What follows belongs to an exercise in optimizing a design on an open flow for small area; a production flow would make more cautious choices.
Where RTL was checked, it was by simulation tests only, not by an equivalence proof against the original.
No functional check of the RTL was part of runs 1 and 2.
Power and IR drop assume default switching activity.

===== config.mk =====
export PLATFORM = sky130hd
export DESIGN_NAME = distance_meter
export DESIGN_NICKNAME = distance_meter
export VERILOG_FILES = /design/flow/design.v
export SDC_FILE = /design/flow/constraint.sdc
export NUM_CORES = 4
export LEC_CHECK = 0
export CAP_MARGIN = 20
export CORE_MARGIN = 2
export CORE_UTILIZATION = 65
export PLACE_DENSITY = 0.8
export SLEW_MARGIN = 20

===== constraint.sdc =====
create_clock -name core_clock -period 20.0 [get_ports {sys_clk}]
set_input_delay 4.0000 -clock core_clock [delete_from_list [all_inputs] [get_ports {sys_clk}]]
set_output_delay 4.0000 -clock core_clock [all_outputs]
set_load 0.01 [all_outputs]

===== design.v =====
module distance_meter
(
    input  wire       sys_clk,
    input  wire       sys_rst_n,
    input  wire       echo,
    output reg        trig,
    output wire [3:0] nixie_cs,
    output wire [7:0] nixie_seg,
    output reg        led_out,
    output reg        beep_out
);
function [15:0] inc(input [15:0] x);
    integer i;
    reg     cy;
    begin
        cy = 1'b1;
        for (i = 0; i < 16; i = i + 1) begin
            inc[i] = x[i] ^ cy;
            cy     = cy & x[i];
        end
    end
endfunction
reg e1, e2, ff1, ff2;
wire rise = e1 & ~e2;
wire fall = e2 & ~e1;
always @(posedge sys_clk or negedge sys_rst_n)
    if (!sys_rst_n) begin
        e1 <= 1'b0; e2 <= 1'b0; ff1 <= 1'b0; ff2 <= 1'b0;
    end else begin
        e1 <= echo; e2 <= e1; ff1 <= fall; ff2 <= ff1;
    end
localparam [8:0] J0 = 9'd46, J1 = 9'd93;
reg [12:0] d;
reg [8:0]  j;
reg [4:0]  s;
wire s_lo = ~|s[4:1];                                    
wire jt   = s_lo ? ((j & 9'b010110111) == 9'b010010101)    
                 : ((j & 9'b101011011) == 9'b001001010);   
wire wrap = d[12] & d[11] & d[9] & d[8] & d[7] & d[6] & d[4] & d[3] & d[1]
          & ((j & 9'b100001011) == 9'b100001011);
always @(posedge sys_clk)
    if (rise) begin
        d <= 13'd0; j <= J1; s <= 5'd0;
    end else if (e1 & e2) begin
        if (wrap) begin
            d <= 13'd0; j <= J0; s <= 5'd0;
        end else if (jt) begin
            d <= inc(d); j <= J0;
            s <= s_lo ? s + 5'd15 : s - 5'd2;
        end else
            j <= {j[7:0], ~(j[8] ^ j[4])};
    end
reg [4:0] c;                  
reg       nw, conv;
always @(posedge sys_clk or negedge sys_rst_n)
    if (!sys_rst_n) c <= 5'd0;
    else            c <= (c == 5'd29) ? 5'd0 : inc(c);
reg  [3:0]  ph;               
reg         act;              
reg  [12:0] r0, r1, r2, r3, r4, r5, r6;
reg  [9:0]  acc;              
reg  [2:0]  cy;               
wire [12:0] nxt = {cy, acc};  
wire dbit = d[ph];
wire [3:0] tot = r0[0] + r1[0] + r2[0] + r3[0] + r4[0] + r5[0] + r6[0] + dbit
               + (act && ph != 4'd0 ? cy : 3'd0);
wire start = conv & (ph == 4'd12) & (c >= 5'd2) & (c <= 5'd14);
always @(posedge sys_clk or negedge sys_rst_n)
    if (!sys_rst_n) begin
        ph <= 4'd0; act <= 1'b0;
    end else begin
        ph  <= (ph == 4'd12) ? 4'd0 : inc(ph);
        if (ph == 4'd12) act <= start;
    end
reg clr;
always @(posedge sys_clk or negedge sys_rst_n)
    if (!sys_rst_n)       clr <= 1'b0;
    else if (c == 5'd29)  clr <= 1'b1;
always @(posedge sys_clk)
    if (act) begin
        r0 <= {dbit,  r0[12:1]};
        r1 <= {r0[0], r1[12:1]};
        r2 <= {r1[0], r2[12:1]};
        r3 <= {r2[0], r3[12:1]};
        r4 <= {r3[0], r4[12:1]};
        r5 <= {r4[0], r5[12:1]};
        r6 <= {r5[0], r6[12:1]};
    end else begin
        r0 <= {r0[0] & clr, r0[12:1]};
        r1 <= {r1[0] & clr, r1[12:1]};
        r2 <= {r2[0] & clr, r2[12:1]};
        r3 <= {r3[0] & clr, r3[12:1]};
        r4 <= {r4[0] & clr, r4[12:1]};
        r5 <= {r5[0] & clr, r5[12:1]};
        r6 <= {r6[0] & clr, r6[12:1]};
    end
always @(posedge sys_clk or negedge sys_rst_n)
    if (!sys_rst_n) begin
        acc <= 10'd0; cy <= 3'd0;
    end else if (act) begin
        acc <= {tot[0], acc[9:1]};
        cy  <= tot[3:1];
    end
reg gt200, gt50;
always @(posedge sys_clk or negedge sys_rst_n)
    if (!sys_rst_n) begin
        gt200 <= 1'b0; gt50 <= 1'b0;
    end else if (ff2) begin
        gt200 <= nxt > 13'd200;
        gt50  <= nxt > 13'd50;
    end
reg  [14:0] w;                
reg  [14:0] bcd;
function [3:0] add3(input [3:0] x);
    add3 = (x > 4'd4) ? x + 4'd3 : x;
endfunction
wire [14:0] wa = {w[14:12], add3(w[11:8]), add3(w[7:4]), add3(w[3:0])};
wire [3:0]  bi = ~c[3:0];     
wire        nb = nxt[bi];
always @(posedge sys_clk or negedge sys_rst_n)
    if (!sys_rst_n) begin
        nw <= 1'b0; conv <= 1'b0;
    end else begin
        if (ff2) nw <= 1'b1;
        else if (c == 5'd1) nw <= 1'b0;
        if (c == 5'd1) conv <= nw;
        else if (c == 5'd29) conv <= 1'b0;
    end
always @(posedge sys_clk)
    if (!conv) begin
        if (c == 5'd2)
            w <= 15'd0;
        else if (c >= 5'd3 && c <= 5'd15)
            w <= {wa[13:0], nb};
    end
always @(posedge sys_clk)
    if (c == 5'd29 && (conv || !clr)) bcd <= w;
reg [8:0] tb;                 
reg [5:0] ta;                 
reg       tt;                 
reg [6:0] tc;                 
wire bt = tb[0] & ~tb[1] & ~tb[2] & tb[3] & tb[4] & tb[6] & ~tb[7] & ~tb[8];
wire at = ta[5] & ta[4] & ta[0];         
wire ct = tc[6] & tc[5] & tc[1] & tc[0]; 
wire tick = bt & at & tt;                
always @(posedge sys_clk or negedge sys_rst_n)
    if (!sys_rst_n) begin
        tb <= 9'd178; ta <= 6'd0; tt <= 1'b0; tc <= 7'd0; trig <= 1'b0;
    end else begin
        tb <= {tb[7:6], tb[5] & ~bt, tb[4:0], ~(tb[8] ^ tb[4])};
        if (bt) ta <= at ? 6'd0 : inc(ta);
        if (bt & at) tt <= ~tt;
        if (tick) tc <= ct ? 7'd0 : inc(tc);
        trig <= ~|{tc, tt, ta};
    end
always @(posedge sys_clk or negedge sys_rst_n)
    if (!sys_rst_n) begin
        led_out <= 1'b0; beep_out <= 1'b0;
    end else if (!gt200) begin
        led_out <= 1'b1;
        if (!gt50) beep_out <= tt;
    end else begin
        led_out <= 1'b0; beep_out <= 1'b0;
    end
reg       on;
reg [1:0] pos;
always @(posedge sys_clk or negedge sys_rst_n)
    if (!sys_rst_n) begin
        on <= 1'b0; pos <= 2'd0;
    end else if (tick) begin
        on <= 1'b1;
        if (on) pos <= pos + 2'd1;
    end
assign nixie_cs = {on & (pos == 2'd3), on & (pos == 2'd2),
                   on & (pos == 2'd1), on & (pos == 2'd0)};
reg [3:0] dg;
always @(*)
    case (pos)
        2'd0: dg = bcd[3:0];
        2'd1: dg = bcd[7:4];
        2'd2: dg = bcd[11:8];
        default: dg = {1'b0, bcd[14:12]};
    endcase
wire [3:0] D = on ? dg : 4'd0;
assign nixie_seg[0] = D[3] | D[1] | ~(D[2] ^ D[0]);
assign nixie_seg[1] = ~D[2] | ~(D[1] ^ D[0]);
assign nixie_seg[2] = D[2] | ~D[1] | D[0];
assign nixie_seg[3] = D[3] | (~D[2] & ~D[0]) | (D[1] & ~D[0]) | (~D[2] & D[1])
                    | (D[2] & ~D[1] & D[0]);
assign nixie_seg[4] = (~D[2] & ~D[0]) | (D[1] & ~D[0]);
assign nixie_seg[5] = D[3] | (~D[1] & ~D[0]) | (D[2] & ~D[1]) | (D[2] & ~D[0]);
assign nixie_seg[6] = D[3] | (D[2] ^ D[1]) | (D[1] & ~D[0]);
assign nixie_seg[7] = 1'b0;
endmodule

===== flow/run.sh =====
#!/bin/bash
# Standard layout, with two changes: the clock tree is built without dummy
# loads and with larger sink clusters, and the ports get the smallest buffer.
set -euo pipefail
export CTS_ARGS="-sink_clustering_enable -repair_clock_nets -dont_use_dummy_load -sink_clustering_size 30 -sink_clustering_max_diameter 100"
export BUFFER_PORTS_ARGS="-buffer_cell sky130_fd_sc_hd__buf_1"
bash standard.sh > standard.log 2>&1

===== standard.sh =====
#!/bin/bash
# synth_recipe.tcl (not shown) runs the flow's synth.tcl, then flattens the netlist and writes it again
# the make line also repeats each setting of config.mk as NAME=value (left out here)
make -C /OpenROAD-flow-scripts/flow DESIGN_CONFIG=/design/flow/config.mk WORK_HOME=/design/flow/orfs CLKGATE_MAP_FILE= SYNTH_SCRIPT=/design/flow/synth_recipe.tcl "${@:-finish}"

==> results of run 1 <==
-- sequential cells by signal, summed over array words and instances, names as in the netlist, 2 cells and up --
signal  count
ta          6
tc          7
c           5
r0         13
d          13
j           9
r1         13
acc        10
pos         2
tb          9
r2         13
s           5
ph          4
bcd        15
cy          3
r6         13
r4         13
w          15
r5         13
r3         13
-- per-stage QoR --
stage	worst slack, ps	utilization	cell area (um2)
3_5_place_dp	13760	0.674	8000
6_report	13270	0.696	8250
5_1_grt	13060	0.696	8250
3_3_place_gp	13830	0.674	8000
2_1_floorplan	13960	-	7810
4_1_cts	13270	0.695	8250
-- cell families after synthesis --
group	after synthesis	synth area share
other cells	1	0.000480
mux	22	0.0417
xor+xnor	13	0.0146
fa+ha+maj	58	0.0978
simple gates	158	0.107
compound gates	107	0.0963
flops	209	0.614
buf+inv	51	0.0276
-- worst max-delay path, cell delays in order (launching register included) --
cell and delay (ps):
dfrtp_1 440, inv_1 90, ha_1 260, a222oi_1 320, o21ai_0 110, and2_1 210
ha_1 280, or3b_2 440, buf_1 140
-- worst paths after layout --
| kind | from | end | slack [ps] | cells past startpoint |
|---|---|---|---|---|
| worst min register to register | r5[7] | r5[6] | 330 | 0 |
| worst min-delay path | r5[7] | r5[6] | 330 | 0 |
| worst max-delay path | pos[0] | nixie_seg[6] | 13270 | 8 |
| worst max register to register | act | cy[2] | 16270 | 10 |
| max in group asynchronous | sys_rst_n | acc[7] | 15660 | 2 |
| min in group asynchronous | sys_rst_n | ta[4] | 3450 | 1 |
-- layout make-up --
cell class,count,area [um2],area share
timing repair buffer,19,83.8,0.0102
multi-input combinational,359,2810,0.340
clock buffer,10,250,0.0303
tap,147,184,0.0223
sequential,209,4790,0.581
inverter,35,131,0.0159
-- layer usage --
| metal | up-vias | part of all wire | global-route usage | wire (um) |
|---|---|---|---|---|
| li1 | 2209 | - | - | - |
| met1 | 2235 | 0.46 | 0.279 | 5600 |
| met2 | 60 | 0.49 | 0.338 | 5980 |
| met3 | 15 | 0.029 | 0.0244 | 353 |
| met4 | 0 | 0.013 | 0.0390 | 155 |
| met5 | - | 0 | 0 | 0 |
-- cell usage after synthesis, types with 7 or more instances --
cell,instances
clkbuf_1,10
o21ai_1,11
nor2_1,41
o21ai_0,17
nand3_1,10
mux4_2,7
nand2_1,40
mux2_2,9
a31oi_1,10
edfxtp_1,30
and2_1,14
a21oi_1,22
xnor2_1,12
dfxtp_1,118
inv_1,35
dfrtp_1,57
nor3_1,8
a22o_1,19
ha_1,53
-- power breakdown --
part	switching, mW	internal, mW	total (mW)
clock network	0.115	0.0905	0.206
logic	0.0253	0.0194	0.0448
registers	0.00917	0.435	0.444
==> out/results.txt, run 1 <==
first-pass GRT wire length: 21000 um
RSZ-0062 raised after global routing: false
Max-Cap Viols: 0
GRT Util Overall: 0.198
status: timing/DRC/antenna clean
Synth area leaders: dfxtp_1 30%, dfrtp_1 18%, edfxtp_1 12%
number of remaining DRC errors: 0
nets: 695
clk buf depth: 3
P&R area growth vs syn: 5.71%
WL/cell: 15.5 um
FMAX: 149 MHz
Avg Cell Area, Syn: 12.6 um2
# IOs: 18
Inserted Clock Buffers: 10
grt ovf: 0
die height: 114 um
CP Data Required Time: 16000 ps
synthesized instance count: 619
pin count of the biggest net entering global routing: 47
fin crit share: 0.336
Horiz. Die Dim: 114 um
sequential area share after synthesis: 0.614
total power: 0.695 mW
# setup viols final: 0
CP max FO: 5
share of layout cells above drive strength 1: 0.0775
Worst Setup Path Type: register to primary output
Yosys reg bits: 209
CTS H-tree depth: 1
leading area contributor after synthesis: dfxtp_1
post-CTS setup buffer count: 0
Placer Congestion: 0.807
Tmin final: 6730 ps
initial core utilization: 0.658
power density cells: 84.2 mW/mm2
dpl cells: 769
LEAKAGE: 3.56 nW
Vias/cell: 5.80
Min-Delay Path Class: register to register
VDD IR max: 0.0539 mV
Starting DRT DRC Count: 297
antenna violations before repair: 0
# fillers: 818
ys flop type: dfxtp_1
vias in the first global route: 4442
most common cell after layout, fill and taps aside: dfxtp_1
CTS tree: yes
hold-fix buffers at CTS: 0
setup TNS: 0 ps
Clock transition at path regs: 110 ps
Relative slew margins: 0.413
vias: 4519
Post-synth EDFFs: 30
core area: 0.0119 mm2
synth warn: 1
Post-Layout Cell Count: 779
drt total wl: 12100 um
max-slew violation count: 0
crit end category: primary output
CP arrival: 2730 ps
CP Launch Type: register
synthesized area: 0.00781 mm2
unique cell type count in the Yosys netlist: 67
most frequent cells in the layout: 118 x dfxtp_1, 57 x dfrtp_1, 53 x ha_1, 41 x nor2_1, 40 x nand2_1
drt pass-1 iters: 5
post-synth top area share: 0.303
hold slack: 327 ps
buffers added on ports: 16
Worst Tran Pin Value: 880 ps
Rows: 40
clk latency of the worst-skew pair: 450 ps
syn_nets: 680
async set-reset flop share out of synthesis: 0.292
CTS sink cnt: 209
CTS root buf: clkbuf_16
die area: 0.0129 mm2
HPWL after detailed placement: 8430 um
CTS resizes: 0
Hold Vio Cnt, Final: 0
final setup skew: 11.2 ps
antenna cells: 0
DRT antenna net count: 0
==> run 2, diff against run 1 <==
--- a/design.v
+++ b/design.v
@@ -29,41 +29,70 @@
     end else begin
         e1 <= echo; e2 <= e1; ff1 <= fall; ff2 <= ff1;
     end
+reg  [3:0]  ph;               
 localparam [8:0] J0 = 9'd46, J1 = 9'd93;
-reg [12:0] d;
+reg [12:0] dr;                
 reg [8:0]  j;
 reg [4:0]  s;
+reg        pend, dcy;         
+reg        zreq, zact;        
+reg        eqa, is7130;       
 wire s_lo = ~|s[4:1];                                    
 wire jt   = s_lo ? ((j & 9'b010110111) == 9'b010010101)    
                  : ((j & 9'b101011011) == 9'b001001010);   
-wire wrap = d[12] & d[11] & d[9] & d[8] & d[7] & d[6] & d[4] & d[3] & d[1]
-          & ((j & 9'b100001011) == 9'b100001011);
+wire wrap = is7130 & ((j & 9'b100001011) == 9'b100001011);
+wire hi   = e1 & e2;
 always @(posedge sys_clk)
     if (rise) begin
-        d <= 13'd0; j <= J1; s <= 5'd0;
-    end else if (e1 & e2) begin
+        j <= J1; s <= 5'd0;
+    end else if (hi) begin
         if (wrap) begin
-            d <= 13'd0; j <= J0; s <= 5'd0;
+            j <= J0; s <= 5'd0;
         end else if (jt) begin
-            d <= inc(d); j <= J0;
+            j <= J0;
             s <= s_lo ? s + 5'd15 : s - 5'd2;
         end else
             j <= {j[7:0], ~(j[8] ^ j[4])};
     end
+wire ph0  = (ph == 4'd0);
+wire ph12 = (ph == 4'd12);
+wire cin  = ph0 ? pend : dcy;
+wire dbit = ~zact & (dr[0] ^ cin);       
+wire k7130 = (ph == 4'd1) | (ph == 4'd3) | (ph == 4'd4) | (ph == 4'd6)
+           | (ph == 4'd7) | (ph == 4'd8) | (ph == 4'd9) | (ph == 4'd11)
+           | ph12;
+wire eqn  = (ph0 | eqa) & (dbit | ~k7130);
+always @(posedge sys_clk) begin
+    dr   <= {dbit, dr[12:1]};
+    dcy  <= cin & dr[0];
+    pend <= (hi & jt & ~wrap & ~rise) | (pend & ~ph0 & ~rise);
+    zreq <= rise | (hi & wrap) | (zreq & ~ph12);
+    if (ph12) zact <= zreq;
+    eqa  <= eqn;
+    if (ph12) is7130 <= eqn;
+end
 reg [4:0] c;                  
 reg       nw, conv;
 always @(posedge sys_clk or negedge sys_rst_n)
     if (!sys_rst_n) c <= 5'd0;
     else            c <= (c == 5'd29) ? 5'd0 : inc(c);
-reg  [3:0]  ph;               
 reg         act;              
 reg  [12:0] r0, r1, r2, r3, r4, r5, r6;
 reg  [9:0]  acc;              
 reg  [2:0]  cy;               
 wire [12:0] nxt = {cy, acc};  
-wire dbit = d[ph];
-wire [3:0] tot = r0[0] + r1[0] + r2[0] + r3[0] + r4[0] + r5[0] + r6[0] + dbit
-               + (act && ph != 4'd0 ? cy : 3'd0);
+function [1:0] fa(input a, input b, input c);    
+    fa = {(a & b) | (a & c) | (b & c), a ^ b ^ c};
+endfunction
+wire [2:0] cyi = (act && ph != 4'd0) ? cy : 3'd0;
+wire [1:0] f1 = fa(r0[0], r1[0], r2[0]);
+wire [1:0] f2 = fa(r3[0], r4[0], r5[0]);
+wire [1:0] f3 = fa(r6[0], dbit, cyi[0]);
+wire [1:0] f4 = fa(f1[0], f2[0], f3[0]);
+wire [1:0] f5 = fa(f1[1], f2[1], f3[1]);
+wire [1:0] f6 = fa(f5[0], f4[1], cyi[1]);
+wire [1:0] f7 = fa(f5[1], f6[1], cyi[2]);
+wire [3:0] tot = {f7[1], f7[0], f6[0], f4[0]};
 wire start = conv & (ph == 4'd12) & (c >= 5'd2) & (c <= 5'd14);
 always @(posedge sys_clk or negedge sys_rst_n)
     if (!sys_rst_n) begin
@@ -112,7 +141,10 @@
 reg  [14:0] w;                
 reg  [14:0] bcd;
 function [3:0] add3(input [3:0] x);
-    add3 = (x > 4'd4) ? x + 4'd3 : x;
+    add3 = {x[3] | (x[2] & x[0]) | (x[2] & x[1]),
+            (x[2] & ~x[1] & ~x[0]) | (x[3] & x[0]),
+            (x[1] & ~x[2]) | (x[1] & x[0]) | (x[3] & ~x[0]),
+            (~x[3] & ~x[2] & x[0]) | (x[2] & x[1] & ~x[0]) | (x[3] & ~x[0])};
 endfunction
 wire [14:0] wa = {w[14:12], add3(w[11:8]), add3(w[7:4]), add3(w[3:0])};
 wire [3:0]  bi = ~c[3:0];     
==> flow/run.sh (replaced) <==
#!/bin/bash
# Standard layout, with two changes: the clock tree is built without dummy
# loads and with chosen clusters and buffers, and the ports get the smallest buffer.
set -euo pipefail
export CTS_ARGS="-sink_clustering_enable -repair_clock_nets -dont_use_dummy_load -buf_list sky130_fd_sc_hd__clkbuf_8 -sink_clustering_size 20 -sink_clustering_max_diameter 80"
export BUFFER_PORTS_ARGS="-buffer_cell sky130_fd_sc_hd__buf_1"
bash standard.sh > standard.log 2>&1
--- a/config.mk
+++ b/config.mk
@@ -7,6 +7,5 @@
 export LEC_CHECK = 0
 export CAP_MARGIN = 20
 export CORE_MARGIN = 2
-export CORE_UTILIZATION = 65
-export PLACE_DENSITY = 0.8
+export CORE_UTILIZATION = 50
 export SLEW_MARGIN = 20
==> out/results.txt, run 2 <==
status: timing/DRC/antenna clean
GRT Util Overall: 0.143 (-0.0553)
async set-reset flop share out of synthesis: 0.284 (-0.00815)
clk latency of the worst-skew pair: 480 ps (+30 ps)
Worst Tran Pin Value: 878 ps (-1.98 ps)
pin count of the biggest net entering global routing: 62 (+32%)
CP arrival: 2790 ps (+60 ps)
# setup viols final: 0 (unchanged)
biggest regs: bcd x15, w x15
LEAKAGE: 3.29 nW (-7.6%)
final setup skew: 29.4 ps (+18.2 ps)
antenna violations before repair: 0 (unchanged)
Hold Vio Cnt, Final: 0 (unchanged)
Inserted Clock Buffers: 14 (+4)
grt ovf: 0 (unchanged)
Min-Delay Path Class: register to register
CTS resizes: 0 (unchanged)
P&R area growth vs syn: 5.95%
hold-critical path endpoint: r5[5]
CTS tree: yes
core area: 0.0145 mm2 (+23%)
# IOs: 18 (unchanged)
Min-Delay Path Depth: 0 (unchanged)
CTS sink cnt: 215 (+2.9%)
Max-Cap Viols: 0 (unchanged)
Placer Congestion: 0.774 (-4.0%)
drt pass-1 iters: 4 (-1)
power density cells: 82.7 mW/mm2 (-1.7%)
R2R Setup Slk: 15600 ps (-670 ps)
ys flop type: dfxtp_1
RR Endpoint: cy[1]
die height: 126 um (+11%)
Vias/cell: 5.21 (-10%)
die area: 0.0159 mm2 (+23%)
leading area contributor after synthesis: dfxtp_1
Rows: 44 (+10%)
most common cell after layout, fill and taps aside: dfxtp_1
number of remaining DRC errors: 0 (unchanged)
CP Data Required Time: 16000 ps (about the same)
drt total wl: 10900 um (-10%)
fin crit share: 0.340 (+0.00315)
post-synth top area share: 0.328 (+0.0254)
CP max FO: 5 (unchanged)
synthesized area: 0.00745 mm2 (-4.6%)
synthesized instance count: 576 (-6.9%)
HPWL after detailed placement: 7200 um (-15%)
Horiz. Die Dim: 126 um (+11%)
share of layout cells above drive strength 1: 0.0889 (+0.0114)
sequential area share after synthesis: 0.663 (+0.0485)
Starting DRT DRC Count: 297 (unchanged)
hold path start: r5[6]
post-CTS setup buffer count: 0 (unchanged)
Yosys reg bits: 215 (+2.9%)
Tmin final: 6790 ps (+62.9 ps)
CTS H-tree depth: 1 (unchanged)
Worst Setup Path Type: register to primary output
Post-synth EDFFs: 32 (+6.7%)
nets: 642 (-7.6%)
CP Launch Type: register
Synth area leaders: dfxtp_1 33%, dfrtp_1 19%, edfxtp_1 13%
synth warn: 1 (unchanged)
vias: 4064 (-10%)
top post-synthesis cells by count: 122 x dfxtp_1, 57 x dfrtp_1, 47 x inv_1
max-slew violation count: 0 (unchanged)
RSZ-0062 raised after global routing: false
crit end category: primary output
Critical R2R Launch: ph[0]
DRT antenna net count: 0 (unchanged)
clk buf depth: 3 (unchanged)
Clock transition at path regs: 110 ps (about the same)
Relative slew margins: 0.415 (+0.00132)
WL/cell: 13.9 um (-10%)
first-pass GRT wire length: 19100 um (-9.1%)
Setup Slack @ Placement: 13710 ps (-46.8 ps)
Worst Reg-to-Reg Cells: 15 (+5)
initial core utilization: 0.512 (-0.146)
antenna cells: 0 (unchanged)
Avg Cell Area, Syn: 12.9 um2 (+2.5%)
unique cell type count in the Yosys netlist: 63 (-6.0%)
most frequent cell after synthesis: dfxtp_1
hold slack: 315 ps (-11.9 ps)
setup ws final: 13210 ps (-62.9 ps)
buffers added on ports: 16 (unchanged)
vias in the first global route: 4039 (-9.1%)
# fillers: 1235 (+51%)
VDD IR max: 0.0674 mV (+25%)
most frequent cells in the layout: 122 x dfxtp_1, 57 x dfrtp_1, 47 x inv_1, 34 x ha_1, 32 x edfxtp_1
CTS root buf: clkbuf_8
FMAX: 147 MHz (-0.93%)
hold-fix buffers at CTS: 0 (unchanged)
syn_nets: 620 (-8.8%)
setup TNS: 0 ps (unchanged)
[run 2: worst max-delay path, cell delays in order, from the launching register on]
cell	delay, ps
dfrtp_1	450
inv_1	90
ha_1	260
a222oi_1	310
o21ai_0	130
and2_1	210
ha_1	210
or4_1	520
buf_1	140
[run 2: metal layers]
layer | share of wire | routed length (um) | global-route usage | vias to the layer above
met5 | 0 | 0 | 0 | -
met4 | 0.025 | 271 | 0.0433 | 0
met3 | 0.031 | 338 | 0.0212 | 19
met2 | 0.45 | 4850 | 0.225 | 55
met1 | 0.50 | 5400 | 0.207 | 1975
li1 | - | - | - | 2015
[run 2: area by class of cell]
cell class	count	area [um2]	share of cell area
flip-flops and latches	215	4930	0.626
well taps	184	230	0.0292
repair buffers	20	91.3	0.0116
multi-input cells	300	2260	0.287
clock buffers	14	193	0.0244
inverters	47	176	0.0224
[run 2: worst max path at each step]
stage,from,to,cells past startpoint
floorplan,pos[0],nixie_seg[3],9
global placement,pos[0],nixie_seg[5],8
detailed placement,pos[0],nixie_seg[5],8
CTS,pos[0],nixie_seg[5],8
global route,pos[0],nixie_seg[5],8
finish,pos[0],nixie_seg[5],8
[run 2: report_power, final]
part	internal (mW)	total [mW]	switching, mW	leakage [nW]
combinational	0.00835	0.0193	0.0109	1.15
clock	0.0639	0.185	0.121	0.101
sequential	0.444	0.449	0.00510	2.04
[run 2: metrics by stage]
stage / total power, mW / area [um2] / util / instances
after floorplan: 0.472 / 7450 / - / 576
after global placement: 0.477 / 7700 / 0.530 / 766
after detailed placement: 0.478 / 7700 / 0.530 / 766
after CTS: 0.663 / 7890 / 0.543 / 780
after global routing: 0.683 / 7890 / 0.543 / 780
final: 0.653 / 7890 / 0.543 / 780
[run 2: cell families after synthesis]
group / count (synthesis) / synth area share
flops: 215 / 0.663
xor+xnor: 9 / 0.0106
fa+ha+maj: 41 / 0.0760
compound gates: 94 / 0.0840
buf+inv: 61 / 0.0339
simple gates: 136 / 0.0976
other cells: 1 / 0.000504
mux: 19 / 0.0346
==> run 3, diff against run 2 <==
--- a/design.v
+++ b/design.v
@@ -29,7 +29,9 @@
     end else begin
         e1 <= echo; e2 <= e1; ff1 <= fall; ff2 <= ff1;
     end
-reg  [3:0]  ph;               
+reg  [3:0]  ph;
+wire ph0  = ~|ph[2:0];                    
+wire ph12 = ph[3] & ~ph[2] & ~ph[0];      
 localparam [8:0] J0 = 9'd46, J1 = 9'd93;
 reg [12:0] dr;                
 reg [8:0]  j;
@@ -54,13 +56,9 @@
         end else
             j <= {j[7:0], ~(j[8] ^ j[4])};
     end
-wire ph0  = (ph == 4'd0);
-wire ph12 = (ph == 4'd12);
 wire cin  = ph0 ? pend : dcy;
 wire dbit = ~zact & (dr[0] ^ cin);       
-wire k7130 = (ph == 4'd1) | (ph == 4'd3) | (ph == 4'd4) | (ph == 4'd6)
-           | (ph == 4'd7) | (ph == 4'd8) | (ph == 4'd9) | (ph == 4'd11)
-           | ph12;
+wire k7130 = ~((ph == 4'd0) | (ph == 4'd3) | (ph == 4'd13) | (ph == 4'd2));
 wire eqn  = (ph0 | eqa) & (dbit | ~k7130);
 always @(posedge sys_clk) begin
     dr   <= {dbit, dr[12:1]};
@@ -84,7 +82,7 @@
 function [1:0] fa(input a, input b, input c);    
     fa = {(a & b) | (a & c) | (b & c), a ^ b ^ c};
 endfunction
-wire [2:0] cyi = (act && ph != 4'd0) ? cy : 3'd0;
+wire [2:0] cyi = (act && !ph0) ? cy : 3'd0;
 wire [1:0] f1 = fa(r0[0], r1[0], r2[0]);
 wire [1:0] f2 = fa(r3[0], r4[0], r5[0]);
 wire [1:0] f3 = fa(r6[0], dbit, cyi[0]);
@@ -93,13 +91,13 @@
 wire [1:0] f6 = fa(f5[0], f4[1], cyi[1]);
 wire [1:0] f7 = fa(f5[1], f6[1], cyi[2]);
 wire [3:0] tot = {f7[1], f7[0], f6[0], f4[0]};
-wire start = conv & (ph == 4'd12) & (c >= 5'd2) & (c <= 5'd14);
+wire start = conv & ph12 & (c >= 5'd2) & (c <= 5'd14);
 always @(posedge sys_clk or negedge sys_rst_n)
     if (!sys_rst_n) begin
         ph <= 4'd0; act <= 1'b0;
     end else begin
-        ph  <= (ph == 4'd12) ? 4'd0 : inc(ph);
-        if (ph == 4'd12) act <= start;
+        ph  <= {ph[2], ph[1] & ~ph12, ph[0], ~(ph[3] ^ ph[2])};
+        if (ph12) act <= start;
     end
 reg clr;
 always @(posedge sys_clk or negedge sys_rst_n)
==> out/results.txt, run 3 <==
Inserted Clock Buffers: 14 (unchanged)
GRT Util Overall: 0.145 (+0.00200)
sequential area share after synthesis: 0.660 (-0.00233)
Synth area leaders: dfxtp_1 33%, dfrtp_1 19%, edfxtp_1 13%
Hold Vio Cnt, Final: 0 (unchanged)
async set-reset flop share out of synthesis: 0.284 (unchanged)
vias: 4079 (+0.37%)
Max-Cap Viols: 0 (unchanged)
pin count of the biggest net entering global routing: 62 (unchanged)
worst path cell trace: inv_1 -> ha_1 -> a222oi_1 -> o21ai_0 -> and2_1 -> ha_1 -> or2_2 -> nor3_1 -> o21ai_0 -> buf_1
Post-synth EDFFs: 32 (unchanged)
WL/cell: 14.2 um (+2.0%)
CP Data Required Time: 16000 ps (about the same)
LEAKAGE: 3.27 nW (-0.59%)
post-synth top area share: 0.327 (-0.00115)
unique cell type count in the Yosys netlist: 66 (+4.8%)
ys flop type: dfxtp_1
Vias/cell: 5.24 (+0.50%)
final setup skew: 24.8 ps (-4.55 ps)
nets: 639 (-0.47%)
Buf/Inv on CP: 2 (unchanged)
clk buf depth: 3 (unchanged)
Worst Setup Path Type: register to primary output
vias in the first global route: 4048 (+0.22%)
Tmin final: 6850 ps (+55.0 ps)
# fillers: 1237 (+0.16%)
most frequent cell after synthesis: dfxtp_1
Starting DRT DRC Count: 200 (-33%)
synthesized instance count: 576 (unchanged)
syn_nets: 618 (-0.32%)
DRT antenna net count: 0 (unchanged)
fin crit share: 0.342 (+0.00275)
HPWL after detailed placement: 7270 um (+1.0%)
RSZ-0062 raised after global routing: false
VDD IR max: 0.0712 mV (+5.6%)
register area: 0.00493 mm2 (unchanged)
top post-synthesis cells by count: 122 x dfxtp_1, 57 x dfrtp_1, 45 x inv_1
Yosys reg bits: 215 (unchanged)
Post-Layout Cell Count: 779 (-0.13%)
CTS root buf: clkbuf_8
Rows: 44 (unchanged)
Placer Congestion: 0.761 (-1.7%)
number of remaining DRC errors: 0 (unchanged)
grt ovf: 0 (unchanged)
Horiz. Die Dim: 126 um (+0.17%)
CTS sink cnt: 215 (unchanged)
Min-Delay Path Class: register to register
power density cells: 85.4 mW/mm2 (+3.2%)
biggest regs: bcd x15, w x15
die area: 0.0159 mm2 (+0.34%)
post-CTS setup buffer count: 0 (unchanged)
most frequent cells in the layout: 122 x dfxtp_1, 57 x dfrtp_1, 45 x inv_1, 32 x ha_1, 32 x edfxtp_1
Avg Cell Area, Syn: 13.0 um2 (+0.35%)
status: timing/DRC/antenna clean
hold-fix buffers at CTS: 0 (unchanged)
buffers added on ports: 16 (unchanged)
CTS H-tree depth: 1 (unchanged)
synth warn: 1 (unchanged)
CTS tree: yes
Clock transition at path regs: 120 ps (about the same)
area of the multi-input gates: 0.00230 mm2 (+1.5%)
P&R area growth vs syn: 5.91% (about the same)
most common cell after layout, fill and taps aside: dfxtp_1
antenna violations before repair: 0 (unchanged)
top cell family by delay on the critical path: simple AND/OR/NAND/NOR gates
critical path's largest stage delay: 460 ps (-60 ps)
CP max FO: 5 (unchanged)
slowest CP cell: dfrtp_1
core area: 0.0146 mm2 (+0.38%)
Relative slew margins: 0.395 (-0.0202)
CP Launch Type: register
drt pass-1 iters: 4 (unchanged)
crit end category: primary output
share of layout cells above drive strength 1: 0.0941 (+0.00519)
clk latency of the worst-skew pair: 490 ps (about the same)
drt total wl: 11100 um (+1.9%)
setup TNS: 0 ps (unchanged)
antenna cells: 0 (unchanged)
initial core utilization: 0.512 (about the same)
die height: 126 um (+0.17%)
Worst Tran Pin Value: 908 ps (+30.3 ps)
fin util: 0.542 (about the same)
# IOs: 18 (unchanged)
first-pass GRT wire length: 19400 um (+1.7%)
synthesized area: 0.00747 mm2 (+0.35%)
leading area contributor after synthesis: dfxtp_1
max-slew violation count: 0 (unchanged)
dpl cells: 764 (-0.26%)
# setup viols final: 0 (unchanged)
FMAX: 146 MHz (-0.80%)
CP arrival: 2850 ps (+60 ps)
CTS resizes: 0 (unchanged)
run 3: final timing paths:
kind | depth (start not counted) | slack (ps) | endpoint | startpoint
worst max-delay path | 10 | 13150 | nixie_seg[3] | pos[0]
worst min-delay path | 0 | 320 | r6[0] | r6[1]
worst max register to register | 12 | 16300 | cy[1] | ph[0]
worst min register to register | 0 | 320 | r6[0] | r6[1]
max in group asynchronous | 2 | 15810 | trig | sys_rst_n
min in group asynchronous | 2 | 3670 | e1 | sys_rst_n
run 3: stage by stage:
stage	hold slack, ps	area (um2)	power [mW]	setup WS [ps]
final	319	7910	0.676	13150
after global routing	320	7910	0.707	12850
after CTS	318	7900	0.685	13120
after detailed placement	312	7710	0.500	13680
after global placement	312	7710	0.498	13820
after floorplan	310	7470	0.490	13960
run 3: final cells by class:
| cell class | count | share of cell area |
|---|---|---|
| Sequential cell | 215 | 0.624 |
| Multi-Input combinational cell | 301 | 0.290 |
| Tap cell | 184 | 0.0291 |
| Clock buffer | 14 | 0.0243 |
| Inverter | 45 | 0.0213 |
| Timing Repair Buffer | 20 | 0.0112 |
run 3: kinds of logic after synthesis:
kind of cell             count (synthesis)  synth area share
XOR/XNOR                                 8           0.00938
buffers and inverters                   60            0.0335
AO/OA/AOI/OAI                           95            0.0851
other                                    1          0.000502
multiplexers                            20            0.0358
AND/OR/NAND/NOR                        138             0.103
adder cells (fa/ha/maj)                 39            0.0723
flip-flops                             215             0.660
run 3: power by group:
part	total, mW	leakage [nW]	internal, mW	switching (mW)
logic	0.0370	1.13	0.0172	0.0198
registers	0.453	2.05	0.445	0.00820
clock network	0.185	0.101	0.0639	0.121
run 3: per-layer routing:
metal | vias up | GRT usage | share of wire
met4 | 0 | 0.0356 | 0.021
li1 | 2029 | - | -
met1 | 1970 | 0.206 | 0.49
met5 | - | 0 | 0
met3 | 19 | 0.0229 | 0.032
met2 | 61 | 0.235 | 0.46
==> run 4, diff against run 3 <==
==> flow/run.sh (replaced) <==
#!/bin/bash
# Standard layout, with two changes: the clock tree is built without dummy
# loads and with chosen clusters and buffers, and the ports get the smallest buffer.
set -euo pipefail
export CTS_ARGS="-sink_clustering_enable -repair_clock_nets -dont_use_dummy_load -buf_list sky130_fd_sc_hd__clkbuf_4 -sink_clustering_size 10 -sink_clustering_max_diameter 50"
export BUFFER_PORTS_ARGS="-buffer_cell sky130_fd_sc_hd__buf_1"
bash standard.sh > standard.log 2>&1
==> out/results.txt, run 4 <==
status: timing/DRC/antenna clean
FMAX: 144 MHz (-1.3%)
Worst Setup Path Type: register to primary output
Vias/cell: 5.25 (+0.20%)
CTS sink cnt: 215 (unchanged)
Starting DRT DRC Count: 207 (+3.5%)
first-pass GRT wire length: 19800 um (+1.8%)
buffers added on ports: 16 (unchanged)
R2R Setup Slk: 16290 ps (about the same)
synthesized area: 0.00747 mm2 (unchanged)
placed cell areas: 0.00771 mm2 (unchanged)
hold-critical path endpoint: r4[9]
post-CTS setup buffer count: 0 (unchanged)
power density cells: 85.0 mW/mm2 (-0.45%)
Min-Delay Path Class: register to register
Synth area leaders: dfxtp_1 33%, dfrtp_1 19%, edfxtp_1 13%
leading area contributor after synthesis: dfxtp_1
clk buf depth: 3 (unchanged)
syn_nets: 618 (unchanged)
core area: 0.0146 mm2 (unchanged)
hold path start: r4[10]
VDD IR max: 0.0578 mV (-19%)
CTS root buf: clkbuf_4
Yosys reg bits: 215 (unchanged)
Horiz. Die Dim: 126 um (unchanged)
P&R area growth vs syn: 5.88% (about the same)
share of layout cells above drive strength 1: 0.111 (+0.0164)
nets: 650 (+1.7%)
# setup viols final: 0 (unchanged)
DRT antenna net count: 0 (unchanged)
max-slew violation count: 0 (unchanged)
grt ovf: 0 (unchanged)
antenna violations before repair: 1 (+1)
Placer Congestion: 0.761 (unchanged)
Max-Cap Viols: 0 (unchanged)
# IOs: 18 (unchanged)
Inserted Clock Buffers: 25 (+11)
Avg Cell Area, Syn: 13.0 um2 (unchanged)
Clock transition at path regs: 110 ps (about the same)
CP arrival: 2930 ps (+80 ps)
async set-reset flop share out of synthesis: 0.284 (unchanged)
synth warn: 1 (unchanged)
synthesized instance count: 576 (unchanged)
drt total wl: 11200 um (+1.5%)
final setup skew: 59.4 ps (+34.5 ps)
initial core utilization: 0.512 (unchanged)
CTS H-tree depth: 1 (unchanged)
setup TNS: 0 ps (unchanged)
HPWL after detailed placement: 7270 um (unchanged)
CP Launch Type: register
CTS tree: yes
Relative slew margins: 0.400 (+0.00533)
sequential area share after synthesis: 0.660 (unchanged)
die height: 126 um (unchanged)
ys flop type: dfxtp_1
most common cell after layout, fill and taps aside: dfxtp_1
die area: 0.0159 mm2 (unchanged)
biggest regs: bcd x15, w x15
most frequent cell after synthesis: dfxtp_1
Critical R2R Launch: ph[0]
Worst Reg-to-Reg Cells: 12 (unchanged)
final instance area: 0.00791 mm2 (about the same)
Worst Tran Pin Value: 900 ps (-7.99 ps)
hold-fix buffers at CTS: 0 (unchanged)
pin count of the biggest net entering global routing: 62 (unchanged)
GRT Util Overall: 0.148 (+0.00375)
CP max FO: 5 (unchanged)
Min-Delay Path Depth: 0 (unchanged)
RR Endpoint: cy[1]
CP Data Required Time: 16000 ps (about the same)
total power: 0.672 mW (-0.48%)
LEAKAGE: 3.29 nW (+0.44%)
Rows: 44 (unchanged)
clk latency of the worst-skew pair: 630 ps (+140 ps)
Hold Vio Cnt, Final: 0 (unchanged)
vias: 4150 (+1.7%)
crit end category: primary output
vias in the first global route: 4165 (+2.9%)
Tmin final: 6930 ps (+88.3 ps)
unique cell type count in the Yosys netlist: 66 (unchanged)
number of remaining DRC errors: 0 (unchanged)
post-synth top area share: 0.327 (unchanged)
drt pass-1 iters: 4 (unchanged)
WL/cell: 14.2 um (about the same)
Post-synth EDFFs: 32 (unchanged)
fin crit share: 0.347 (+0.00442)
CTS resizes: 0 (unchanged)
RSZ-0062 raised after global routing: false
fin util: 0.542 (about the same)
top post-synthesis cells by count: 122 x dfxtp_1, 57 x dfrtp_1, 45 x inv_1
most frequent cells in the layout: 122 x dfxtp_1, 57 x dfrtp_1, 45 x inv_1, 32 x ha_1, 32 x edfxtp_1
[run 4: cell counts after synthesis]
No cell type changed its count.
[run 4: cell families (layout without fill, tap and decap cells)]
logic type               after synthesis  in the layout  synth area share
AO/OA/AOI/OAI                         95             95            0.0851
flip-flops                           215            215             0.660
adder cells (fa/ha/maj)               39             39            0.0723
other                                  1              2          0.000502
buffers and inverters                 60             90            0.0335
multiplexers                          20             20            0.0358
AND/OR/NAND/NOR                      138            138             0.103
XOR/XNOR                               8              8           0.00938
[run 4: cell type report]
| type | instances | area, um2 |
|---|---|---|
| repair buffers | 20 | 88.8 |
| flip-flops and latches | 215 | 4930 |
| diodes | 1 | 2.50 |
| multi-input cells | 301 | 2300 |
| well taps | 184 | 230 |
| inverters | 45 | 169 |
| clock buffers | 25 | 188 |
| fillers | 1248 | 6680 |
[run 4: worst max path at each step]
stage	from	to	slack [ps]	cells past startpoint
global placement	pos[0]	nixie_seg[5]	13820	8
finish	pos[0]	nixie_seg[3]	13070	10
detailed placement	pos[0]	nixie_seg[3]	13680	10
CTS	pos[0]	nixie_seg[3]	13000	10
floorplan	pos[0]	nixie_seg[3]	13960	9
global route	pos[0]	nixie_seg[3]	12710	10
[run 4: metrics by stage]
stage / hold WS, ps / cells / setup slack, ps
2_1_floorplan: 310 / 576 / 13960
3_3_place_gp: 312 / 764 / 13820
3_5_place_dp: 312 / 764 / 13680
4_1_cts: 270 / 789 / 13000
5_1_grt: 278 / 791 / 12710
6_report: 302 / 791 / 13070
[run 4: critical path, cell delays in order, from the launching register on]
cell      delay, ps
dfrtp_1         460
inv_1           100
ha_1            270
a222oi_1        320
o21ai_0         110
and2_1          210
ha_1            220
or2_2           290
nor3_1          140
o21ai_0         110
buf_1           130
[run 4: metal layers]
layer | wire, um | up-vias | global-route usage
met4 | 244 | 0 | 0.0478
met1 | 5420 | 2010 | 0.205
met2 | 5170 | 63 | 0.237
li1 | - | 2059 | -
met3 | 393 | 18 | 0.0302
met5 | 0 | - | 0
[run 4: where the power goes]
group | internal [mW] | switching [mW]
registers | 0.445 | 0.00818
clock network | 0.0577 | 0.125
logic | 0.0172 | 0.0197
==> run 5, diff against run 4 <==
==> flow/run.sh (replaced) <==
#!/bin/bash
# The standard layout (standard.sh), with three changes:
# - synthesis maps no half or full adder cells (ADDER_MAP_FILE empty), so ABC
#   maps the adders as plain gates; registers are the same as the standard's;
# - the clock tree uses clkbuf_8 and larger sink clusters, with no dummy loads;
# - the ports are buffered with the smallest buffer.
set -euo pipefail
export CTS_ARGS="-sink_clustering_enable -repair_clock_nets -dont_use_dummy_load -buf_list sky130_fd_sc_hd__clkbuf_8 -sink_clustering_size 20 -sink_clustering_max_diameter 80"
export BUFFER_PORTS_ARGS="-buffer_cell sky130_fd_sc_hd__buf_1"
bash standard.sh ADDER_MAP_FILE= finish > standard.log 2>&1
==> out/results.txt, run 5 <==
biggest regs: bcd x15, w x15
vias: 4230 (+1.9%)
Net Sw Frac: 0.206 (-0.0206)
most frequent cell after synthesis: dfxtp_1
cell-internal power: 0.514 mW (-1.1%)
met3 wire length: 310 um (-21%)
vias in the first global route: 4118 (-1.1%)
fin util: 0.547 (+0.00495)
drt pass-1 iters: 4 (unchanged)
synth warn: 1 (unchanged)
Horiz. Die Dim: 124 um (-1.6%)
core area: 0.0140 mm2 (-4.1%)
post-synth top area share: 0.338 (+0.0108)
unique cell type count in the Yosys netlist: 65 (-1.5%)
most frequent cells in the layout: 122 x dfxtp_1, 65 x nand2_1, 57 x dfrtp_1, 47 x o21ai_0, 41 x nor2_1
GRT Util Overall: 0.145 (-0.00390)
synthesized area: 0.00723 mm2 (-3.2%)
setup ws final: 13450 ps (+386 ps)
CTS sink cnt: 215 (unchanged)
# setup viols final: 0 (unchanged)
CTS H-tree depth: 1 (unchanged)
hold-fix buffers at CTS: 0 (unchanged)
Clock transition at path regs: 120 ps (about the same)
Worst Tran Pin Value: 1020 ps (+123 ps)
syn_nets: 609 (-1.5%)
initial core utilization: 0.517 (+0.00491)
Yosys reg bits: 215 (unchanged)
Min-Delay Path Class: register to register
drt total wl: 10900 um (-3.1%)
CP arrival: 2550 ps (-380 ps)
die area: 0.0154 mm2 (-3.1%)
metal2 WL: 4890 um (-5.4%)
crit end category: primary output
CP Launch Type: register
leading area contributor after synthesis: dfxtp_1
LEAKAGE: 2.98 nW (-9.5%)
CTS tree: yes
# fillers: 1210 (-3.0%)
antenna cells: 0 (-1)
power density cells: 84.6 mW/mm2 (-0.48%)
fin crit share: 0.327 (-0.0193)
setup TNS: 0 ps (unchanged)
first-pass GRT wire length: 19200 um (-2.9%)
Relative slew margins: 0.318 (-0.0821)
# IOs: 18 (unchanged)
Inserted Clock Buffers: 14 (-44%)
Post-synth EDFFs: 32 (unchanged)
Hold Vio Cnt, Final: 0 (unchanged)
pin count of the biggest net entering global routing: 62 (unchanged)
FMAX: 153 MHz (+5.9%)
HPWL after detailed placement: 7060 um (-2.9%)
Max-Cap Viols: 0 (unchanged)
Worst Setup Path Type: register to primary output
antenna violations before repair: 0 (-1)
R2R Setup Slk: 17240 ps (+950 ps)
RSZ-0062 raised after global routing: false
Tmin final: 6550 ps (-386 ps)
buffers added on ports: 16 (unchanged)
M1 WL: 5470 um (+1.0%)
synthesized instance count: 606 (+5.2%)
ys flop type: dfxtp_1
async set-reset flop share out of synthesis: 0.284 (unchanged)
P&R area growth vs syn: 5.83% (about the same)
Synth area leaders: dfxtp_1 34%, dfrtp_1 20%, edfxtp_1 13%
share of layout cells above drive strength 1: 0.0729 (-0.0376)
number of remaining DRC errors: 0 (unchanged)
Setup Slack @ Placement: 13940 ps (+268 ps)
max-slew violation count: 0 (unchanged)
CTS root buf: clkbuf_8
Starting DRT DRC Count: 237 (+14%)
top post-synthesis cells by count: 122 x dfxtp_1, 65 x nand2_1, 57 x dfrtp_1
CTS resizes: 0 (unchanged)
CP max FO: 11 (+6)
sequential fraction of design power: 0.695 (+0.021)
final setup skew: 19.0 ps (-40.3 ps)
Placer Congestion: 0.828 (+8.7%)
clk buf depth: 3 (unchanged)
most common cell after layout, fill and taps aside: dfxtp_1
combinational fraction of design power: 0.022 (-0.033)
clk latency of the worst-skew pair: 480 ps (-150 ps)
Avg Cell Area, Syn: 11.9 um2 (-8.0%)
WL/cell: 13.7 um (-3.8%)
nets: 622 (-4.3%)
NetSw: 0.134 mW (-12%)
post-CTS setup buffer count: 0 (unchanged)
grt ovf: 0 (unchanged)
max layer used: met4
Vias/cell: 5.31 (+1.2%)
VDD IR max: 0.0541 mV (-6.5%)
die height: 124 um (-1.6%)
sequential area share after synthesis: 0.682 (+0.0218)
Rows: 43 (-2.3%)
DRT antenna net count: 0 (unchanged)
clock power share: 0.283 (+0.012)
status: timing/DRC/antenna clean
CP Data Required Time: 16000 ps (about the same)
[run 5: changes by cell type after synthesis, sizes merged, moves of 7 or more]
cell    delta
ha        -32
clkbuf     +8
fa         -7
a31oi      +8
nand2     +39
a22o       -7
o21ai     +17
xnor2     +14
inv       -26
nor2      +14
[run 5: cell families (layout without fill, tap and decap cells)]
group,Yosys count,after routing,synth area share
DFF,215,215,0.682
and+or+nand+nor,187,187,0.126
AOI/OAI and AO/OA,119,119,0.101
buffers and inverters,40,51,0.0214
xor gates and xnor gates,24,24,0.0301
muxes,19,19,0.0368
adders and majority gates,1,1,0.00156
other,1,1,0.000518
[run 5: path summary, 6_finish.rpt]
| path | cells past startpoint | to | start |
|---|---|---|---|
| min in group asynchronous | 2 | ta[5] | sys_rst_n |
| worst max register to register | 7 | cy[2] | act |
| max in group asynchronous | 2 | e2 | sys_rst_n |
| worst min register to register | 0 | r5[5] | r5[6] |
| worst max-delay path | 6 | nixie_seg[3] | pos[0] |
| worst min-delay path | 0 | r5[5] | r5[6] |
[run 5: layout make-up]
type / instances / area, um2 / area share
clock buffer: 14 / 193 / 0.0252
inverter: 19 / 71.3 / 0.00932
multi-input combinational: 351 / 2150 / 0.281
sequential: 215 / 4930 / 0.645
tap: 180 / 225 / 0.0294
timing repair buffer: 18 / 76.3 / 0.00997
[run 5: metal layers]
metal  track usage  up-vias
met4        0.0357        0
li1              -     2121
met3        0.0241       14
met5             0        -
met1         0.202     2048
met2         0.237       47
[run 5: power groups by stage]
stage          registers, mW  clock network [mW]  logic [mW]
2_1_floorplan          0.457                   0      0.0106
3_3_place_gp           0.459                   0      0.0141
3_5_place_dp           0.459                   0      0.0145
4_1_cts                0.450               0.193      0.0146
5_1_grt                0.451               0.208      0.0166
6_report               0.450               0.183      0.0143
[run 5: worst max-delay path: stages, from the launching register on]
cell	delay, ps
dfrtp_1	600
mux4_2	580
and2_0	250
nor2_1	230
nor3b_1	80
o21ai_0	170
buf_1	170
[run 5: per-stage QoR]
| stage | hold slack, ps | power [mW] | cells | instance area (um2) |
|---|---|---|---|---|
| 2_1_floorplan | 310 | 0.468 | 606 | 7230 |
| 3_3_place_gp | 312 | 0.473 | 783 | 7460 |
| 3_5_place_dp | 312 | 0.474 | 783 | 7460 |
| 4_1_cts | 329 | 0.657 | 797 | 7650 |
| 5_1_grt | 335 | 0.676 | 797 | 7650 |
| 6_report | 331 | 0.648 | 797 | 7650 |
==> run 6, diff against run 5 <==
--- a/design.v
+++ b/design.v
@@ -30,6 +30,8 @@
         e1 <= echo; e2 <= e1; ff1 <= fall; ff2 <= ff1;
     end
 reg  [3:0]  ph;
+reg         act;              
+reg         clr;              
 wire ph0  = ~|ph[2:0];                    
 wire ph12 = ph[3] & ~ph[2] & ~ph[0];      
 localparam [8:0] J0 = 9'd46, J1 = 9'd93;
@@ -37,7 +39,7 @@
 reg [8:0]  j;
 reg [4:0]  s;
 reg        pend, dcy;         
-reg        zreq, zact;        
+reg        dz;                
 reg        eqa, is7130;       
 wire s_lo = ~|s[4:1];                                    
 wire jt   = s_lo ? ((j & 9'b010110111) == 9'b010010101)    
@@ -57,15 +59,14 @@
             j <= {j[7:0], ~(j[8] ^ j[4])};
     end
 wire cin  = ph0 ? pend : dcy;
-wire dbit = ~zact & (dr[0] ^ cin);       
+wire dbit = (dr[0] & ~dz) ^ cin;         
 wire k7130 = ~((ph == 4'd0) | (ph == 4'd3) | (ph == 4'd13) | (ph == 4'd2));
 wire eqn  = (ph0 | eqa) & (dbit | ~k7130);
 always @(posedge sys_clk) begin
-    dr   <= {dbit, dr[12:1]};
-    dcy  <= cin & dr[0];
-    pend <= (hi & jt & ~wrap & ~rise) | (pend & ~ph0 & ~rise);
-    zreq <= rise | (hi & wrap) | (zreq & ~ph12);
-    if (ph12) zact <= zreq;
+    dr   <= {dbit & clr & ~act, dr[12:1]};
+    dcy  <= cin & dr[0] & ~dz;
+    pend <= (hi & jt & ~wrap) | (pend & ~ph0);
+    dz   <= (hi & wrap) | (dz & ~(ph0 & pend));
     eqa  <= eqn;
     if (ph12) is7130 <= eqn;
 end
@@ -74,13 +75,12 @@
 always @(posedge sys_clk or negedge sys_rst_n)
     if (!sys_rst_n) c <= 5'd0;
     else            c <= (c == 5'd29) ? 5'd0 : inc(c);
-reg         act;              
 reg  [12:0] r0, r1, r2, r3, r4, r5, r6;
 reg  [9:0]  acc;              
 reg  [2:0]  cy;               
 wire [12:0] nxt = {cy, acc};  
-function [1:0] fa(input a, input b, input c);    
-    fa = {(a & b) | (a & c) | (b & c), a ^ b ^ c};
+function [1:0] fa(input a, input b, input ci);   
+    fa = {(a & b) | (a & ci) | (b & ci), a ^ b ^ ci};
 endfunction
 wire [2:0] cyi = (act && !ph0) ? cy : 3'd0;
 wire [1:0] f1 = fa(r0[0], r1[0], r2[0]);
@@ -99,7 +99,6 @@
         ph  <= {ph[2], ph[1] & ~ph12, ph[0], ~(ph[3] ^ ph[2])};
         if (ph12) act <= start;
     end
-reg clr;
 always @(posedge sys_clk or negedge sys_rst_n)
     if (!sys_rst_n)       clr <= 1'b0;
     else if (c == 5'd29)  clr <= 1'b1;
@@ -165,23 +164,22 @@
     end
 always @(posedge sys_clk)
     if (c == 5'd29 && (conv || !clr)) bcd <= w;
-reg [8:0] tb;                 
-reg [5:0] ta;                 
-reg       tt;                 
-reg [6:0] tc;                 
-wire bt = tb[0] & ~tb[1] & ~tb[2] & tb[3] & tb[4] & tb[6] & ~tb[7] & ~tb[8];
-wire at = ta[5] & ta[4] & ta[0];         
-wire ct = tc[6] & tc[5] & tc[1] & tc[0]; 
-wire tick = bt & at & tt;                
-always @(posedge sys_clk or negedge sys_rst_n)
-    if (!sys_rst_n) begin
-        tb <= 9'd178; ta <= 6'd0; tt <= 1'b0; tc <= 7'd0; trig <= 1'b0;
-    end else begin
-        tb <= {tb[7:6], tb[5] & ~bt, tb[4:0], ~(tb[8] ^ tb[4])};
-        if (bt) ta <= at ? 6'd0 : inc(ta);
-        if (bt & at) tt <= ~tt;
+reg [14:0] tb;
+reg        tt;
+reg [6:0]  tc;
+wire bt  = (tb & 15'b110111111101111) == 15'b100010010100000;   
+wire b0  = (tb & 15'b111101111111111) == 15'b000100101100000;   
+wire b500 = (tb & 15'b000000110001111) == 15'b000000110001011;  
+wire ct  = tc[6] & tc[5] & tc[1] & tc[0]; 
+wire tick = bt & tt;                     
+always @(posedge sys_clk or negedge sys_rst_n)
+    if (!sys_rst_n) begin
+        tb <= 15'b000100101100000; tt <= 1'b0; tc <= 7'd0; trig <= 1'b0;
+    end else begin
+        tb <= {tb[13:5], tb[4] | bt, tb[3:0], ~(tb[14] ^ tb[13])};
+        if (bt) tt <= ~tt;
         if (tick) tc <= ct ? 7'd0 : inc(tc);
-        trig <= ~|{tc, tt, ta};
+        trig <= (b0 & ~tt & ~|tc) | (trig & ~b500);
     end
 always @(posedge sys_clk or negedge sys_rst_n)
     if (!sys_rst_n) begin
==> flow/run.sh (replaced) <==
#!/bin/bash
# The standard layout (standard.sh), with three changes:
# - the half-adder cell is kept out (added to the platform's don't-use list),
#   so synthesis maps only full adders to cells and ABC maps the rest as
#   plain gates; the registers are the same as the standard synthesis's;
# - the clock tree uses clkbuf_8 and larger sink clusters, with no dummy loads;
# - the ports are buffered with the smallest buffer.
set -euo pipefail
export CTS_ARGS="-sink_clustering_enable -repair_clock_nets -dont_use_dummy_load -buf_list sky130_fd_sc_hd__clkbuf_4 -sink_clustering_size 11 -sink_clustering_max_diameter 55"
export BUFFER_PORTS_ARGS="-buffer_cell sky130_fd_sc_hd__buf_1"
DONT_USE="sky130_fd_sc_hd__probe_p_8 sky130_fd_sc_hd__probec_p_8 sky130_fd_sc_hd__lpflow_bleeder_1 sky130_fd_sc_hd__lpflow_clkbufkapwr_1 sky130_fd_sc_hd__lpflow_clkbufkapwr_16 sky130_fd_sc_hd__lpflow_clkbufkapwr_2 sky130_fd_sc_hd__lpflow_clkbufkapwr_4 sky130_fd_sc_hd__lpflow_clkbufkapwr_8 sky130_fd_sc_hd__lpflow_clkinvkapwr_1 sky130_fd_sc_hd__lpflow_clkinvkapwr_16 sky130_fd_sc_hd__lpflow_clkinvkapwr_2 sky130_fd_sc_hd__lpflow_clkinvkapwr_4 sky130_fd_sc_hd__lpflow_clkinvkapwr_8 sky130_fd_sc_hd__lpflow_decapkapwr_12 sky130_fd_sc_hd__lpflow_decapkapwr_3 sky130_fd_sc_hd__lpflow_decapkapwr_4 sky130_fd_sc_hd__lpflow_decapkapwr_6 sky130_fd_sc_hd__lpflow_decapkapwr_8 sky130_fd_sc_hd__lpflow_inputiso0n_1 sky130_fd_sc_hd__lpflow_inputiso0p_1 sky130_fd_sc_hd__lpflow_inputiso1n_1 sky130_fd_sc_hd__lpflow_inputiso1p_1 sky130_fd_sc_hd__lpflow_inputisolatch_1 sky130_fd_sc_hd__lpflow_isobufsrc_1 sky130_fd_sc_hd__lpflow_isobufsrc_16 sky130_fd_sc_hd__lpflow_isobufsrc_2 sky130_fd_sc_hd__lpflow_isobufsrc_4 sky130_fd_sc_hd__lpflow_isobufsrc_8 sky130_fd_sc_hd__lpflow_isobufsrckapwr_16 sky130_fd_sc_hd__lpflow_lsbuf_lh_hl_isowell_tap_1 sky130_fd_sc_hd__lpflow_lsbuf_lh_hl_isowell_tap_2 sky130_fd_sc_hd__lpflow_lsbuf_lh_hl_isowell_tap_4 sky130_fd_sc_hd__lpflow_lsbuf_lh_isowell_4 sky130_fd_sc_hd__lpflow_lsbuf_lh_isowell_tap_1 sky130_fd_sc_hd__lpflow_lsbuf_lh_isowell_tap_2 sky130_fd_sc_hd__lpflow_lsbuf_lh_isowell_tap_4  sky130_fd_sc_hd__ha_1"
bash standard.sh "DONT_USE_CELLS=$DONT_USE" finish > standard.log 2>&1
==> out/results.txt, run 6 <==
CTS H-tree depth: 1 (unchanged)
CP Data Required Time: 16000 ps (about the same)
WL/cell: 14.6 um (+6.6%)
most frequent cells in the layout: 122 x dfxtp_1, 57 x dfrtp_1, 31 x nand2_1, 31 x edfxtp_1, 30 x nor2_1
Critical R2R Launch: ph[2]
syn_nets: 555 (-8.9%)
Net Sw Frac: 0.212 (+0.00546)
Worst Setup Path Type: register to primary output
Max-Cap Viols: 0 (unchanged)
status: timing/DRC/antenna clean
Worst Tran Pin Value: 903 ps (-120 ps)
post-synth top area share: 0.342 (+0.00438)
sequential area share after synthesis: 0.687 (+0.00464)
max-slew violation count: 0 (unchanged)
CTS root buf: clkbuf_4
synthesized area: 0.00714 mm2 (-1.3%)
RR Endpoint: cy[1]
synthesized instance count: 545 (-10%)
CP Launch Type: register
area of the multi-input gates: 0.00206 mm2 (-4.4%)
Hold Vio Cnt, Final: 0 (unchanged)
power density cells: 84.2 mW/mm2 (-0.43%)
synth warn: 1 (unchanged)
combinational fraction of design power: 0.023 (about the same)
clk latency of the worst-skew pair: 620 ps (+140 ps)
setup TNS: 0 ps (unchanged)
die height: 124 um (-0.62%)
CTS resizes: 0 (unchanged)
first-pass GRT wire length: 18600 um (-3.2%)
vias in the first global route: 3930 (-4.6%)
die area: 0.0153 mm2 (-1.2%)
Horiz. Die Dim: 124 um (-0.62%)
ys flop type: dfxtp_1
leading area contributor after synthesis: dfxtp_1
RSZ-0062 raised after global routing: false
Yosys reg bits: 214 (-0.47%)
post-CTS setup buffer count: 0 (unchanged)
NetSw: 0.135 mW (+0.88%)
VDD IR max: 0.0590 mV (+9.1%)
number of remaining DRC errors: 0 (unchanged)
hold-critical path endpoint: r1[2]
most frequent cell after synthesis: dfxtp_1
initial core utilization: 0.512 (-0.00465)
CP arrival: 2450 ps (-100 ps)
slowest CP cell: mux4_2
Tmin final: 6450 ps (-103 ps)
# IOs: 18 (unchanged)
most common cell after layout, fill and taps aside: dfxtp_1
top post-synthesis cells by count: 122 x dfxtp_1, 57 x dfrtp_1, 31 x edfxtp_1, 31 x nand2_1, 30 x nor2_1
sequential fraction of design power: 0.703 (+0.008)
fin crit share: 0.322 (-0.00514)
crit end category: primary output
final setup skew: 51.9 ps (+32.9 ps)
biggest regs: bcd x15, tb x15, w x15
FMAX: 155 MHz (+1.6%)
drt total wl: 10900 um (+0.16%)
setup ws final: 13550 ps (+103 ps)
Placer Congestion: 0.809 (-2.3%)
CTS tree: yes
Min-Delay Path Class: register to register
Avg Cell Area, Syn: 13.1 um2 (+9.8%)
Worst Reg-to-Reg Cells: 9 (+2)
clk buf depth: 3 (unchanged)
register area: 0.00490 mm2 (-0.61%)
Rows: 43 (unchanged)
CTS sink cnt: 214 (-0.47%)
pin count of the biggest net entering global routing: 62 (unchanged)
Starting DRT DRC Count: 204 (-14%)
P&R area growth vs syn: 5.82% (about the same)
R2R Setup Slk: 16510 ps (-730 ps)
LEAKAGE: 3.06 nW (+2.8%)
worst path cell trace: mux4_2 -> xnor2_1 -> or3b_1 -> buf_1
cell-internal power: 0.502 mW (-2.4%)
async set-reset flop share out of synthesis: 0.285 (+0.00133)
hold-fix buffers at CTS: 0 (unchanged)
HPWL after detailed placement: 7110 um (+0.71%)
CP max FO: 10 (-1)
total power: 0.636 mW (-1.7%)
Clock transition at path regs: 120 ps (about the same)
# setup viols final: 0 (unchanged)
antenna cells: 0 (unchanged)
# fillers: 1191 (-1.6%)
Critical Path Source: pos[0]
critical path's largest stage delay: 640 ps (+40 ps)
Relative slew margins: 0.398 (+0.0799)
DRT antenna net count: 0 (unchanged)
nets: 581 (-6.6%)
Setup Slack @ Placement: 14140 ps (+195 ps)
Inserted Clock Buffers: 23 (+9)
clock power share: 0.274 (-0.009)
vias: 3946 (-6.7%)
buffers added on ports: 16 (unchanged)
Synth area leaders: dfxtp_1 34%, dfrtp_1 20%, edfxtp_1 13%
core area: 0.0139 mm2 (-0.38%)
GRT Util Overall: 0.154 (+0.00911)
Min-Delay Path Depth: 0 (unchanged)
share of layout cells above drive strength 1: 0.104 (+0.0308)
Post-synth EDFFs: 31 (-3.1%)
drt pass-1 iters: 4 (unchanged)
antenna violations before repair: 0 (unchanged)
unique cell type count in the Yosys netlist: 73 (+12%)
grt ovf: 0 (unchanged)
Vias/cell: 5.27 (-0.74%)
hold path start: r1[3]
run 6: cell count changes after synthesis, moves of 7 or more:
cell / before / now
nand2_1: 65 / 31
o21ai_0: 47 / 24
xnor2_1: 18 / 6
nor2_1: 41 / 30
inv_1: 19 / 29
a21oi_1: 28 / 20
a31oi_1: 10 / 3
clkbuf_1: 18 / 11
fa_1: 0 / 7
run 6: cell type report:
| class | count | area share |
|---|---|---|
| clock buffer | 23 | 0.0229 |
| timing repair buffer | 19 | 0.0111 |
| tap | 180 | 0.0298 |
| sequential | 214 | 0.649 |
| inverter | 29 | 0.0144 |
| multi-input combinational | 284 | 0.273 |
run 6: metrics by stage:
step / cell area, um2 / instances / util / hold slack, ps
after floorplan: 7140 / 545 / - / 310
after global placement: 7380 / 726 / 0.529 / 311
after detailed placement: 7380 / 726 / 0.529 / 312
after CTS: 7550 / 749 / 0.542 / 326
after global routing: 7560 / 749 / 0.542 / 324
final: 7560 / 749 / 0.542 / 317
run 6: worst max-delay path, delay by kind of cell, from the launching register on:
kind | cells | cell delay (ps)
DFF | 1 | 580
xor gates and xnor gates | 1 | 180
and+or+nand+nor | 1 | 340
buffers and inverters | 1 | 130
muxes | 1 | 640
run 6: routing by layer:
metal  track usage  part of all wire  wire [um]
met1         0.207              0.47       5090
met4        0.0497             0.019        204
met2         0.251              0.47       5160
met3        0.0304             0.041        444
met5             0                 0          0
run 6: kinds of logic after synthesis:
family,Yosys count,share of synthesized area
AOI/OAI and AO/OA,94,0.0876
xor gates and xnor gates,11,0.0135
adders and majority gates,8,0.0210
buffers and inverters,47,0.0261
DFF,214,0.687
muxes,20,0.0407
other,1,0.000525
and+or+nand+nor,150,0.124
run 6: power by group through the flow:
stage	Clock, mW	Combinational (mW)	Sequential (mW)
after floorplan	0	0.0105	0.455
after global placement	0	0.0145	0.457
after detailed placement	0	0.0148	0.457
after CTS	0.185	0.0148	0.448
after global routing	0.202	0.0168	0.449
final	0.174	0.0145	0.448
run 6: worst max-delay path by stage:
stage,to,slack [ps],depth (start not counted)
floorplan,nixie_seg[0],14370,4
global placement,nixie_seg[0],14190,4
detailed placement,nixie_seg[0],14140,4
CTS,nixie_seg[0],13480,4
global route,nixie_seg[0],13340,4
finish,nixie_seg[0],13550,4

## afterwards: timing with drivers on the ports
The flow's constraints put no driver on any port. The routed layouts listed below were extracted and timed again, unchanged, in two steps.
Step 1, drivers: a clkbuf_16 drives sys_clk and a buf_2 each remaining input, both assumed.
Step 2 also shifts input and output timing later by t, the mid clock arrival at the registers, as if the neighbouring blocks saw the same clock.
a / b / c = no drivers / after step 1 / after step 2; a / b = the first two.
run | t (ns) | setup WS [ns] | slew at the worst register clock pin (ns)
run 1 | 0.479 | 13.272 / 13.235 / 13.715 | 0.11 / 0.11
run 2 | 0.506 | 13.209 / 13.173 / 13.679 | 0.12 / 0.12
run 3 | 0.511 | 13.154 / 13.122 / 13.633 | 0.12 / 0.12
run 4 | 0.627 | 13.066 / 13.034 / 13.661 | 0.11 / 0.11
run 5 | 0.505 | 13.451 / 13.416 / 13.921 | 0.12 / 0.12
run 6 | 0.617 | 13.554 / 13.523 / 14.139 | 0.12 / 0.12
After both steps every run listed still meets setup and hold.
